What follows belongs to an exercise in optimizing a design on an open flow for small area, a short achievable clock period and few clock cycles per item; a production flow would make more cautious choices.
At most, simulation tests tie the RTL to the original design; equivalence was not proved.
The clock port is modelled as an ideal driver; clocking choices that lean on that would not hold on a real chip.
Power and IR drop assume default switching activity.

Setup of run A:
## MS_DMAC_AHBL
module MS_DMAC_AHBL (
    input   wire    HCLK,
    input   wire    HRESETn,
    output  wire    IRQ,
    input wire          HSEL,
    input wire [31:0]   HADDR,
    input wire [1:0]    HTRANS,
    input wire          HWRITE,
    input wire          HREADY,
    input wire [31:0]   HWDATA,
    input wire [2:0]    HSIZE,
    output wire         HREADYOUT,
    output wire [31:0]  HRDATA,
    output wire [31:0]  M_HADDR,
    output wire [1:0]   M_HTRANS,
    output wire [2:0] 	M_HSIZE,
    output wire         M_HWRITE,
    output wire [31:0]  M_HWDATA,
    input wire          M_HREADY,
    input wire [31:0]   M_HRDATA
);
Size: ~270 flip-flops, roughly 0.012 sq mm of cells after synthesis.
clock: 7.0 ns
lec_check: 0
abc_clock_period_in_ps: 2500
cap_margin: 20
core_margin: 2
core_utilization: 40
cts_cluster_diameter: 80
cts_cluster_size: 20
setup_slack_margin: 4.5
slew_margin: 20
standard.sh (not shown) runs the stock make flow with config.mk's settings and CLKGATE_MAP_FILE= SYNTH_SCRIPT=/design/flow/synth_recipe.tcl, a recipe that flattens the netlist after the stock synthesis.
==> flow/flow/run.sh <==
#!/bin/bash
# The standard layout with two changes:
# - the port buffers are built from the smallest buffer (buf_1) instead of
#   the resizer's default pick; the resizer may still upsize them;
# - after CTS, the clock tree's root buffer is removed, so the clock port
#   drives the first level of the tree (2 clock buffers) directly; every
#   register still gets its clock through two levels of buffers.
# make's output goes to flow_make.log here.
set -euo pipefail
export BUFFER_PORTS_ARGS="-buffer_cell sky130_fd_sc_hd__buf_1"
export POST_CTS_TCL="$PWD/flow/post_cts.tcl"
bash standard.sh > flow_make.log 2>&1
==> flow/flow/post_cts.tcl <==
set block [ord::get_db_block]
foreach root [$block getInsts] {
  if {![string match "clkbuf_0_*" [$root getName]]} { continue }
  set in_net [[$root findITerm A] getNet]
  set out_net [[$root findITerm X] getNet]
  if {$in_net eq "NULL" || $out_net eq "NULL"} { continue }
  if {[llength [$in_net getBTerms]] != 1} { continue }
  set loads {}
  foreach it [$out_net getITerms] {
    if {[$it getInst] ne $root} { lappend loads $it }
  }
  if {[llength $loads] > 4 || [llength [$out_net getBTerms]] != 0} { continue }
  puts "post_cts: removing [$root getName], [llength $loads] loads move to [$in_net getName]"
  foreach it $loads {
    $it disconnect
    $it connect $in_net
  }
  [$root findITerm A] disconnect
  [$root findITerm X] disconnect
  odb::dbInst_destroy $root
  odb::dbNet_destroy $out_net
}
estimate_parasitics -placement
report_clock_latency
#### Input delta (run B over run A)
# run A
export LEC_CHECK = 0
export ABC_CLOCK_PERIOD_IN_PS = 2500
export CAP_MARGIN = 20
export CORE_MARGIN = 2
export CORE_UTILIZATION = 40
export CTS_CLUSTER_DIAMETER = 80
export CTS_CLUSTER_SIZE = 20
export SETUP_SLACK_MARGIN = 4.5
export SLEW_MARGIN = 20
create_clock -name core_clock -period 7.0 [get_ports {HCLK}]
# run B
export LEC_CHECK = 0
export ABC_CLOCK_PERIOD_IN_PS = 2500
export CAP_MARGIN = 20
export CORE_MARGIN = 2
export CORE_UTILIZATION = 40
export CTS_CLUSTER_DIAMETER = 80
export CTS_CLUSTER_SIZE = 20
export SETUP_SLACK_MARGIN = 4.7
export SLEW_MARGIN = 20
create_clock -name core_clock -period 7.0 [get_ports {HCLK}]
==> notes.md <==
Run B contains more vias than run A.
[compare] base=run A new=run B: register area closely matched the old numbers, reported max-cap violation count closely matched the old numbers, maximum fanout along the worst path decreased by 13 relative to the old numbers.
Per the final summary, run B finished and its layout is clean on timing, DRC and antenna.
What run C does differently from run B at the input level:
# run B
export LEC_CHECK = 0
export ABC_CLOCK_PERIOD_IN_PS = 2500
export CAP_MARGIN = 20
export CORE_MARGIN = 2
export CORE_UTILIZATION = 40
export CTS_CLUSTER_DIAMETER = 80
export CTS_CLUSTER_SIZE = 20
export SETUP_SLACK_MARGIN = 4.7
export SLEW_MARGIN = 20
create_clock -name core_clock -period 7.0 [get_ports {HCLK}]
# run C
export LEC_CHECK = 0
export ABC_CLOCK_PERIOD_IN_PS = 2500
export CAP_MARGIN = 20
export CORE_MARGIN = 2
export CORE_UTILIZATION = 40
export CTS_CLUSTER_DIAMETER = 80
export CTS_CLUSTER_SIZE = 20
export SETUP_SLACK_MARGIN = 4.4
export SLEW_MARGIN = 20
create_clock -name core_clock -period 7.0 [get_ports {HCLK}]
[summary]
Per the final summary, run B finished and its layout is clean on timing, DRC and antenna. Run C reached the end of the flow, and the finished layout is clean on the timing, DRC and antenna checks. Status: register clock-pin slew on the reported worst setup and hold paths parity (run C, run B). Clock skew (run C over run B): increase, 0.016 ns. Taking run B as the reference, in run C clock insertion delay at the later pin of the skew report barely changed; non-clock buffer count decreased by 18% relative to the old numbers; internal power contribution lost 3.7%; worst hold margin +0.0050 ns. Looking at area of the multi-input gates, run C sits below run B. The relative contribution of combinational cells to total power number comes out lower for run C vs run B. Compared to run B, run C has fraction of area in registers 3.3 points higher. Compared with run B, in run C minimum clock period rose 0.12 ns; cell area down 6.6%.
No run of this note included a check of the RTL's function; only the layout flow was run.

---

The RTL this note starts from:
==> flow/design.v <==
`timescale          1ns/1ps
`default_nettype    none
module MS_DMAC_AHBL (
    input   wire    HCLK,
    input   wire    HRESETn,
    output  wire    IRQ,
    input wire          HSEL,
    input wire [31:0]   HADDR,
    input wire [1:0]    HTRANS,
    input wire          HWRITE,
    input wire          HREADY,
    input wire [31:0]   HWDATA,
    input wire [2:0]    HSIZE,
    output wire         HREADYOUT,
    output wire [31:0]  HRDATA,
    output wire [31:0]  M_HADDR,
    output wire [1:0]   M_HTRANS,
    output wire [2:0] 	M_HSIZE,
    output wire         M_HWRITE,
    output wire [31:0]  M_HWDATA,
    input wire          M_HREADY,
    input wire [31:0]   M_HRDATA
);
    reg         wr_en;
    reg         s_ctrl, s_saddr, s_daddr, s_size, s_trig;
    always @(posedge HCLK or negedge HRESETn)
        if (~HRESETn) wr_en <= 1'b0;
        else wr_en <= HREADY & HSEL & HTRANS[1] & HWRITE & (HADDR[7:5] == 3'b000);
    always @(posedge HCLK) begin
        s_ctrl  <= (HADDR[4:2] == 3'd0);
        s_saddr <= (HADDR[4:2] == 3'd2);
        s_daddr <= (HADDR[4:2] == 3'd3);
        s_size  <= (HADDR[4:2] == 3'd4);
        s_trig  <= (HADDR[4:2] == 3'd5);
    end
    wire        trig_wr = wr_en & s_trig;
    reg [31:0]  CTRL_REG;
    reg [31:0]  SADDR_REG;
    reg [31:0]  DADDR_REG;
    reg [15:0]  SIZE_REG;
    wire [31:0] ctrl_nx  = (wr_en & s_ctrl)  ? HWDATA : CTRL_REG;
    wire [31:0] saddr_nx = (wr_en & s_saddr) ? HWDATA : SADDR_REG;
    wire [31:0] daddr_nx = (wr_en & s_daddr) ? HWDATA : DADDR_REG;
    wire [15:0] size_nx  = (wr_en & s_size)  ? HWDATA[15:0] : SIZE_REG;
    always @(posedge HCLK or negedge HRESETn)
        if (~HRESETn) begin
            CTRL_REG  <= 32'h0;
            SADDR_REG <= 32'h0;
            DADDR_REG <= 32'h0;
            SIZE_REG  <= 16'h0;
        end else begin
            CTRL_REG  <= ctrl_nx;
            SADDR_REG <= saddr_nx;
            DADDR_REG <= daddr_nx;
            SIZE_REG  <= size_nx;
        end
    wire        EN        = CTRL_REG[0];
    wire [1:0]  SRC_TYPE  = CTRL_REG[17:16];
    wire [2:0]  SRC_AI    = CTRL_REG[20:18];
    wire [1:0]  DEST_TYPE = CTRL_REG[25:24];
    wire [2:0]  DEST_AI   = CTRL_REG[28:26];
    reg         busy;        
    reg         done;        
    reg         htrans_q;    
    reg         hwrite_q;    
    reg [1:0]   hsize_q;
    reg         htrans_o;    
    reg         hwrite_o;
    reg [2:0]   step_q;      
    reg [15:0]  cntr;        
    reg [31:0]  haddr_q;     
    reg [31:0]  nxaddr_q;    
    reg [31:0]  rdata;
    wire        issue     = htrans_q & M_HREADY;
    wire        last      = (cntr == SIZE_REG);
    wire        start     = trig_wr & HWDATA[0] & EN & (SIZE_REG != 16'h0);
    wire        finish    = busy & EN & ~htrans_q & M_HREADY;
    reg         htrans_nx, hwrite_nx;
    always @* begin
        htrans_nx = htrans_q;
        hwrite_nx = hwrite_q;
        if (start) begin
            htrans_nx = 1'b1;
            hwrite_nx = 1'b0;
        end else if (issue) begin
            if (~hwrite_q) begin
                hwrite_nx = 1'b1;
            end else if (last) begin
                htrans_nx = 1'b0;
            end else begin
                hwrite_nx = 1'b0;
            end
        end
    end
    always @(posedge HCLK or negedge HRESETn)
        if (~HRESETn) begin
            htrans_q <= 1'b0;
            hwrite_q <= 1'b1;
            htrans_o <= 1'b0;
            hwrite_o <= 1'b0;
        end else begin
            htrans_q <= htrans_nx;
            hwrite_q <= hwrite_nx;
            htrans_o <= htrans_nx;
            hwrite_o <= hwrite_nx & htrans_nx;
        end
    function [2:0] ai_step(input [2:0] ai);
        ai_step = (ai == 3'd4) ? 3'b100 :
                  (ai == 3'd2) ? 3'b010 :
                  (ai != 3'd0) ? 3'b001 : 3'b000;
    endfunction
    always @(posedge HCLK)
        if (~htrans_q | M_HREADY) begin
            hsize_q <= (htrans_q & ~hwrite_q) ? DEST_TYPE : SRC_TYPE;
            step_q  <= (htrans_q & ~hwrite_q) ? ai_step(DEST_AI) : ai_step(SRC_AI);
        end
    always @(posedge HCLK or negedge HRESETn)
        if (~HRESETn) cntr <= 16'h0;
        else if (issue & ~hwrite_q) cntr <= cntr + 16'h1;
        else if (issue & last) cntr <= 16'h0;
    wire [31:0] stepped = haddr_q + {29'h0, step_q};
    always @(posedge HCLK)
        if (~htrans_q) begin
            haddr_q  <= SADDR_REG;
            nxaddr_q <= DADDR_REG;
        end else if (M_HREADY) begin
            haddr_q  <= nxaddr_q;
            nxaddr_q <= stepped;
        end
    wire        half_from_word = (SRC_TYPE == 2'd2) & (DEST_TYPE == 2'd1);
    always @(posedge HCLK)
        if (htrans_q & hwrite_q) begin
            rdata[15:0]  <= M_HRDATA[15:0];
            rdata[31:16] <= half_from_word ? M_HRDATA[15:0] : M_HRDATA[31:16];
        end
    wire        busy_nx = trig_wr ? HWDATA[0] : (busy & ~finish);
    wire        done_nx = ~trig_wr & (done | finish);
    always @(posedge HCLK or negedge HRESETn)
        if (~HRESETn) begin
            busy <= 1'b0;
            done <= 1'b0;
        end else begin
            busy <= busy_nx;
            done <= done_nx;
        end
    reg [31:0]  hrdata_q;
    always @(posedge HCLK)
        case (HADDR[4:2])
            3'd0:    hrdata_q <= ctrl_nx;
            3'd1:    hrdata_q <= {31'h0, done_nx};
            3'd2:    hrdata_q <= saddr_nx;
            3'd3:    hrdata_q <= daddr_nx;
            3'd4:    hrdata_q <= {16'h0, size_nx};
            default: hrdata_q <= {31'h0, busy_nx};
        endcase
    assign IRQ       = done;
    assign HREADYOUT = 1'b1;
    assign HRDATA   = hrdata_q;
    assign M_HADDR  = haddr_q;
    assign M_HTRANS = {htrans_o, 1'b0};
    assign M_HWRITE = hwrite_o;
    assign M_HSIZE  = {1'b0, hsize_q};
    assign M_HWDATA = rdata;
endmodule
==> flow/config.mk <==
export PLATFORM = sky130hd
export DESIGN_NAME = MS_DMAC_AHBL
export DESIGN_NICKNAME = MS_DMAC_AHBL
export VERILOG_FILES = /design/flow/design.v
export SDC_FILE = /design/flow/constraint.sdc
export NUM_CORES = 4
export LEC_CHECK = 0
export ABC_AREA = 1
export CAP_MARGIN = 20
export CORE_MARGIN = 2
export CORE_UTILIZATION = 40
export CTS_CLUSTER_DIAMETER = 80
export CTS_CLUSTER_SIZE = 20
export SETUP_SLACK_MARGIN = 4.4
export SLEW_MARGIN = 20
==> flow/constraint.sdc <==
create_clock -name core_clock -period 7.0 [get_ports {HCLK}]
set_input_delay 1.4000 -clock core_clock [delete_from_list [all_inputs] [get_ports {HCLK}]]
set_output_delay 1.4000 -clock core_clock [all_outputs]
set_load 0.01 [all_outputs]
==> flow/flow/run.sh <==
#!/bin/bash
# The standard layout, with the port buffers built from the smallest buffer
# (buf_1) instead of the resizer's default pick; the resizer may still upsize
# them where timing needs it. make's output goes to flow_make.log here.
set -euo pipefail
export BUFFER_PORTS_ARGS="-buffer_cell sky130_fd_sc_hd__buf_1"
bash standard.sh > flow_make.log 2>&1
Testbench counts at the start, summed over its fixed seeds: cycles 18,508, items 5,221.
Next try:
==> flow/flow/run.sh (replaced) <==
#!/bin/bash
# The standard layout with two changes:
# - the port buffers are built from the smallest buffer (buf_1) instead of
#   the resizer's default pick; the resizer may still upsize them;
# - after CTS, the clock tree's root buffer is removed, so the clock port
#   drives the first level of the tree (2 clock buffers) directly; every
#   register still gets its clock through two levels of buffers.
# make's output goes to flow_make.log here.
set -euo pipefail
export BUFFER_PORTS_ARGS="-buffer_cell sky130_fd_sc_hd__buf_1"
export POST_CTS_TCL="$PWD/flow/post_cts.tcl"
bash standard.sh > flow_make.log 2>&1
==> flow/flow/post_cts.tcl (new file) <==
set block [ord::get_db_block]
foreach root [$block getInsts] {
  if {![string match "clkbuf_0_*" [$root getName]]} { continue }
  set in_net [[$root findITerm A] getNet]
  set out_net [[$root findITerm X] getNet]
  if {$in_net eq "NULL" || $out_net eq "NULL"} { continue }
  if {[llength [$in_net getBTerms]] != 1} { continue }
  set loads {}
  foreach it [$out_net getITerms] {
    if {[$it getInst] ne $root} { lappend loads $it }
  }
  if {[llength $loads] > 4 || [llength [$out_net getBTerms]] != 0} { continue }
  puts "post_cts: removing [$root getName], [llength $loads] loads move to [$in_net getName]"
  foreach it $loads {
    $it disconnect
    $it connect $in_net
  }
  [$root findITerm A] disconnect
  [$root findITerm X] disconnect
  odb::dbInst_destroy $root
  odb::dbNet_destroy $out_net
}
estimate_parasitics -placement
report_clock_latency
- ABC_AREA: 1 -> unset
- ABC_CLOCK_PERIOD_IN_PS: unset -> 2500
Effect: Wire length fell by 7.0%. Synthesized area rose by about 0.4%. Non-clock buffer count fell by 1. Power fell by about 15%. Setup slack gets better by 0.14 ns. Register-to-register slack gets worse by 0.03 ns. Sequential power fell by about 3%. Global-route usage fell by 1.5 points.
Next try:
==> flow/flow/run.sh (replaced) <==
#!/bin/bash
# The standard layout, with the port buffers built from the smallest buffer
# (buf_1) instead of the resizer's default pick; the resizer may still upsize
# them where timing needs it. make's output goes to flow_make.log here.
set -euo pipefail
export BUFFER_PORTS_ARGS="-buffer_cell sky130_fd_sc_hd__buf_1"
bash standard.sh > flow_make.log 2>&1
- CORE_UTILIZATION: 40 -> 65
- PLACE_DENSITY: unset -> 0.75
removed: flow/flow/post_cts.tcl
The changed run went through all stages and came out clean.
Synthesized area does not change.
Die area fell by 38%.
Sequential cell count does not change.
Next try:
- ABC_CLOCK_PERIOD_IN_PS: 2500 -> 5000
- CORE_UTILIZATION: 65 -> 40
- PLACE_DENSITY: 0.75 -> unset
Outcome: Worst hold slack is better by 0.010 ns; core utilization is lower by 28 points; final area came out higher by 2.6%; worst setup slack improved by 0.015 ns; clock skew stays flat; global-route usage decreases by 9.4 points; via count went down by 1.8%.
Next try:
==> flow/run.sh (new file) <==
#!/bin/bash
# synth_recipe.tcl (not shown) runs the flow's synth.tcl, then flattens the netlist and writes it again
# the make line also repeats each setting of config.mk as NAME=value (left out here)
make -C /OpenROAD-flow-scripts/flow DESIGN_CONFIG=/design/flow/config.mk WORK_HOME=/design/flow/orfs CLKGATE_MAP_FILE= SYNTH_SCRIPT=/design/flow/synth_recipe.tcl finish
- ABC_CLOCK_PERIOD_IN_PS: 5000 -> 2500
- CTS_CLUSTER_DIAMETER: 80 -> unset
- CTS_CLUSTER_SIZE: 20 -> unset
removed: flow/flow/run.sh
removed: flow/standard.sh
Routed wire length came out higher by 5.4%.
Combinational power came out higher by 21%.
Final area came out higher by 12%.
Power came out higher by 26%.

---

## v57
Starts from the design.v that is shown in full above.
Settings: LEC_CHECK=0, ABC_CLOCK_PERIOD_IN_PS=2500, CAP_MARGIN=20, CORE_MARGIN=2, CORE_UTILIZATION=40, CTS_CLUSTER_DIAMETER=80, CTS_CLUSTER_SIZE=20, SETUP_SLACK_MARGIN=4.4, SLEW_MARGIN=20; clock period 7.0 ns.
run.sh (not shown) runs the stock make flow with config.mk's settings and CLKGATE_MAP_FILE= SYNTH_SCRIPT=/design/flow/synth_recipe.tcl, a recipe that flattens the netlist after the stock synthesis.
Stock flow here: none of the scripts above is used.
v57: flow completed, timing, DRC and antenna clean
Testbench counts of v57, summed over its fixed seeds: cycles 18,508, items 5,221.
#### Input delta (v24 over v57)
# v57
export LEC_CHECK = 0
export ABC_CLOCK_PERIOD_IN_PS = 2500
export CAP_MARGIN = 20
export CORE_MARGIN = 2
export CORE_UTILIZATION = 40
export CTS_CLUSTER_DIAMETER = 80
export CTS_CLUSTER_SIZE = 20
export SETUP_SLACK_MARGIN = 4.4
export SLEW_MARGIN = 20
create_clock -name core_clock -period 7.0 [get_ports {HCLK}]
# v24
export LEC_CHECK = 0
export ABC_CLOCK_PERIOD_IN_PS = 2500
export CAP_MARGIN = 20
export CORE_MARGIN = 2
export CORE_UTILIZATION = 40
export CTS_CLUSTER_DIAMETER = 100
export CTS_CLUSTER_SIZE = 30
export SETUP_SLACK_MARGIN = 4.4
export SLEW_MARGIN = 20
create_clock -name core_clock -period 7.0 [get_ports {HCLK}]
## What came out
Switching portion of total power is higher on v24. Re total vias in the final route: v24 is 0.31% up on v57. Status: number of combinational gates with multiple inputs parity (v57, v24). Across both runs, final-layout clock buffer total was lower for v24 than for v57. Between v24 and v57, the final cell count does not differ in any meaningful way. Taking v57 as the reference, in v24 final design area excluding fillers now sits lower; power per cell area now sits lower.
### v24 -> v41
# v24
export LEC_CHECK = 0
export ABC_CLOCK_PERIOD_IN_PS = 2500
export CAP_MARGIN = 20
export CORE_MARGIN = 2
export CORE_UTILIZATION = 40
export CTS_CLUSTER_DIAMETER = 100
export CTS_CLUSTER_SIZE = 30
export SETUP_SLACK_MARGIN = 4.4
export SLEW_MARGIN = 20
create_clock -name core_clock -period 7.0 [get_ports {HCLK}]
# v41
export LEC_CHECK = 0
export ABC_CLOCK_PERIOD_IN_PS = 2500
export CAP_MARGIN = 20
export CORE_MARGIN = 2
export CORE_UTILIZATION = 40
export CTS_CLUSTER_DIAMETER = 80
export CTS_CLUSTER_SIZE = 20
export SETUP_SLACK_MARGIN = 4.7
export SLEW_MARGIN = 20
create_clock -name core_clock -period 7.0 [get_ports {HCLK}]
==> flow/flow/run.sh (new file) <==
#!/bin/bash
# The standard layout with two changes:
# - the port buffers are built from the smallest buffer (buf_1) instead of
#   the resizer's default pick; the resizer may still upsize them;
# - after CTS, the clock tree's root buffer is removed, so the clock port
#   drives the first level of the tree (2 clock buffers) directly; every
#   register still gets its clock through two levels of buffers.
# make's output goes to flow_make.log here.
set -euo pipefail
export BUFFER_PORTS_ARGS="-buffer_cell sky130_fd_sc_hd__buf_1"
export POST_CTS_TCL="$PWD/flow/post_cts.tcl"
bash standard.sh > flow_make.log 2>&1
==> flow/flow/post_cts.tcl (new file) <==
set block [ord::get_db_block]
foreach root [$block getInsts] {
  if {![string match "clkbuf_0_*" [$root getName]]} { continue }
  set in_net [[$root findITerm A] getNet]
  set out_net [[$root findITerm X] getNet]
  if {$in_net eq "NULL" || $out_net eq "NULL"} { continue }
  if {[llength [$in_net getBTerms]] != 1} { continue }
  set loads {}
  foreach it [$out_net getITerms] {
    if {[$it getInst] ne $root} { lappend loads $it }
  }
  if {[llength $loads] > 4 || [llength [$out_net getBTerms]] != 0} { continue }
  puts "post_cts: removing [$root getName], [llength $loads] loads move to [$in_net getName]"
  foreach it $loads {
    $it disconnect
    $it connect $in_net
  }
  [$root findITerm A] disconnect
  [$root findITerm X] disconnect
  odb::dbInst_destroy $root
  odb::dbNet_destroy $out_net
}
estimate_parasitics -placement
report_clock_latency
==> flow/standard.sh (new file) <==
#!/bin/bash
# synth_recipe.tcl (not shown) runs the flow's synth.tcl, then flattens the netlist and writes it again
# the make line also repeats each setting of config.mk as NAME=value (left out here)
make -C /OpenROAD-flow-scripts/flow DESIGN_CONFIG=/design/flow/config.mk WORK_HOME=/design/flow/orfs CLKGATE_MAP_FILE= SYNTH_SCRIPT=/design/flow/synth_recipe.tcl "${@:-finish}"
removed: flow/run.sh
Setup slack in v41 is larger than in v24.
v41 gives less relative area change from synthesis to final layout than v24 did.
Final area shrinks slightly when moving from v24 to v41.
Sort v24 and v41 by slew at the pin closest to its max-slew limit, ascending, and v41 comes first.
> inputs changed (v41 -> v58)
# v41
export LEC_CHECK = 0
export ABC_CLOCK_PERIOD_IN_PS = 2500
export CAP_MARGIN = 20
export CORE_MARGIN = 2
export CORE_UTILIZATION = 40
export CTS_CLUSTER_DIAMETER = 80
export CTS_CLUSTER_SIZE = 20
export SETUP_SLACK_MARGIN = 4.7
export SLEW_MARGIN = 20
create_clock -name core_clock -period 7.0 [get_ports {HCLK}]
# v58
export LEC_CHECK = 0
export ABC_CLOCK_PERIOD_IN_PS = 2500
export CAP_MARGIN = 20
export CORE_MARGIN = 2
export CORE_UTILIZATION = 40
export CTS_CLUSTER_DIAMETER = 80
export CTS_CLUSTER_SIZE = 20
export SETUP_SLACK_MARGIN = 4.4
export SLEW_MARGIN = 20
create_clock -name core_clock -period 7.0 [get_ports {HCLK}]
==> flow/flow/run.sh <==
#!/bin/bash
# The standard layout, with the port buffers built from the smallest buffer
# (buf_1) instead of the resizer's default pick; the resizer may still upsize
# them where timing needs it. make's output goes to flow_make.log here.
set -euo pipefail
export BUFFER_PORTS_ARGS="-buffer_cell sky130_fd_sc_hd__buf_1"
bash standard.sh > flow_make.log 2>&1
removed: flow/flow/post_cts.tcl
[summary]
Lower clock-buffer cell count among v41 and v58: v41
Against v41, v58 comes in 1.6 points lower on part of the power in combinational logic.
Going from v41 to v58, final RePlAce weighted congestion grew by a few percent.

[afterwards: timing with drivers on the ports]
In the flow no input, the clock included, has a driving cell. The finished layouts below were timed again as built, in two steps. Step 1 sets driving cells, clkbuf_16 on the clock port and buf_2 on the other inputs (assumed; they add their load-dependent delay and slew). Step 2 times the ports against the registers' clock, not the clock port: input delays grow and output delays shrink by t, the midpoint of the rising clock arrivals with the driver on. Three values: ideal ports, drivers, drivers and shift; two values: the first two.
| run | shift t [ns] | setup slack, ns | clock arrival spread, ns |
|---|---|---|---|
| run A | 0.424 | 4.550 / 4.493 / 4.157 | 0.024 / 0.024 |
| run B | 0.431 | 4.521 / 4.521 / 4.262 | 0.017 / 0.017 |
| run C | 0.436 | 4.399 / 4.338 / 4.092 | 0.033 / 0.033 |
| the first run of note 2 | 0.545 | 4.382 / 4.335 / 4.042 | 0.025 / 0.024 |
| the second run of note 2 | 0.430 | 4.524 / 4.468 / 4.125 | 0.015 / 0.014 |
| the third run of note 2 | 0.530 | 4.409 / 4.365 / 3.949 | 0.018 / 0.018 |
| the fourth run of note 2 | 0.552 | 4.424 / 4.372 / 3.972 | 0.014 / 0.014 |
| the fifth run of note 2 | 0.591 | 4.341 / 4.297 / 3.874 | 0.010 / 0.010 |
| v57 | 0.533 | 4.393 / 4.350 / 3.923 | 0.019 / 0.018 |
| v24 | 0.535 | 4.389 / 4.342 / 3.936 | 0.019 / 0.018 |
| v41 | 0.422 | 4.573 / 4.513 / 4.340 | 0.020 / 0.019 |
| v58 | 0.552 | 4.424 / 4.372 / 3.972 | 0.014 / 0.014 |
After both steps every run listed still meets setup and hold. For v57, which loses most, drivers alone change the setup slack by -0.043 ns; drivers and shift together by -0.470 ns.
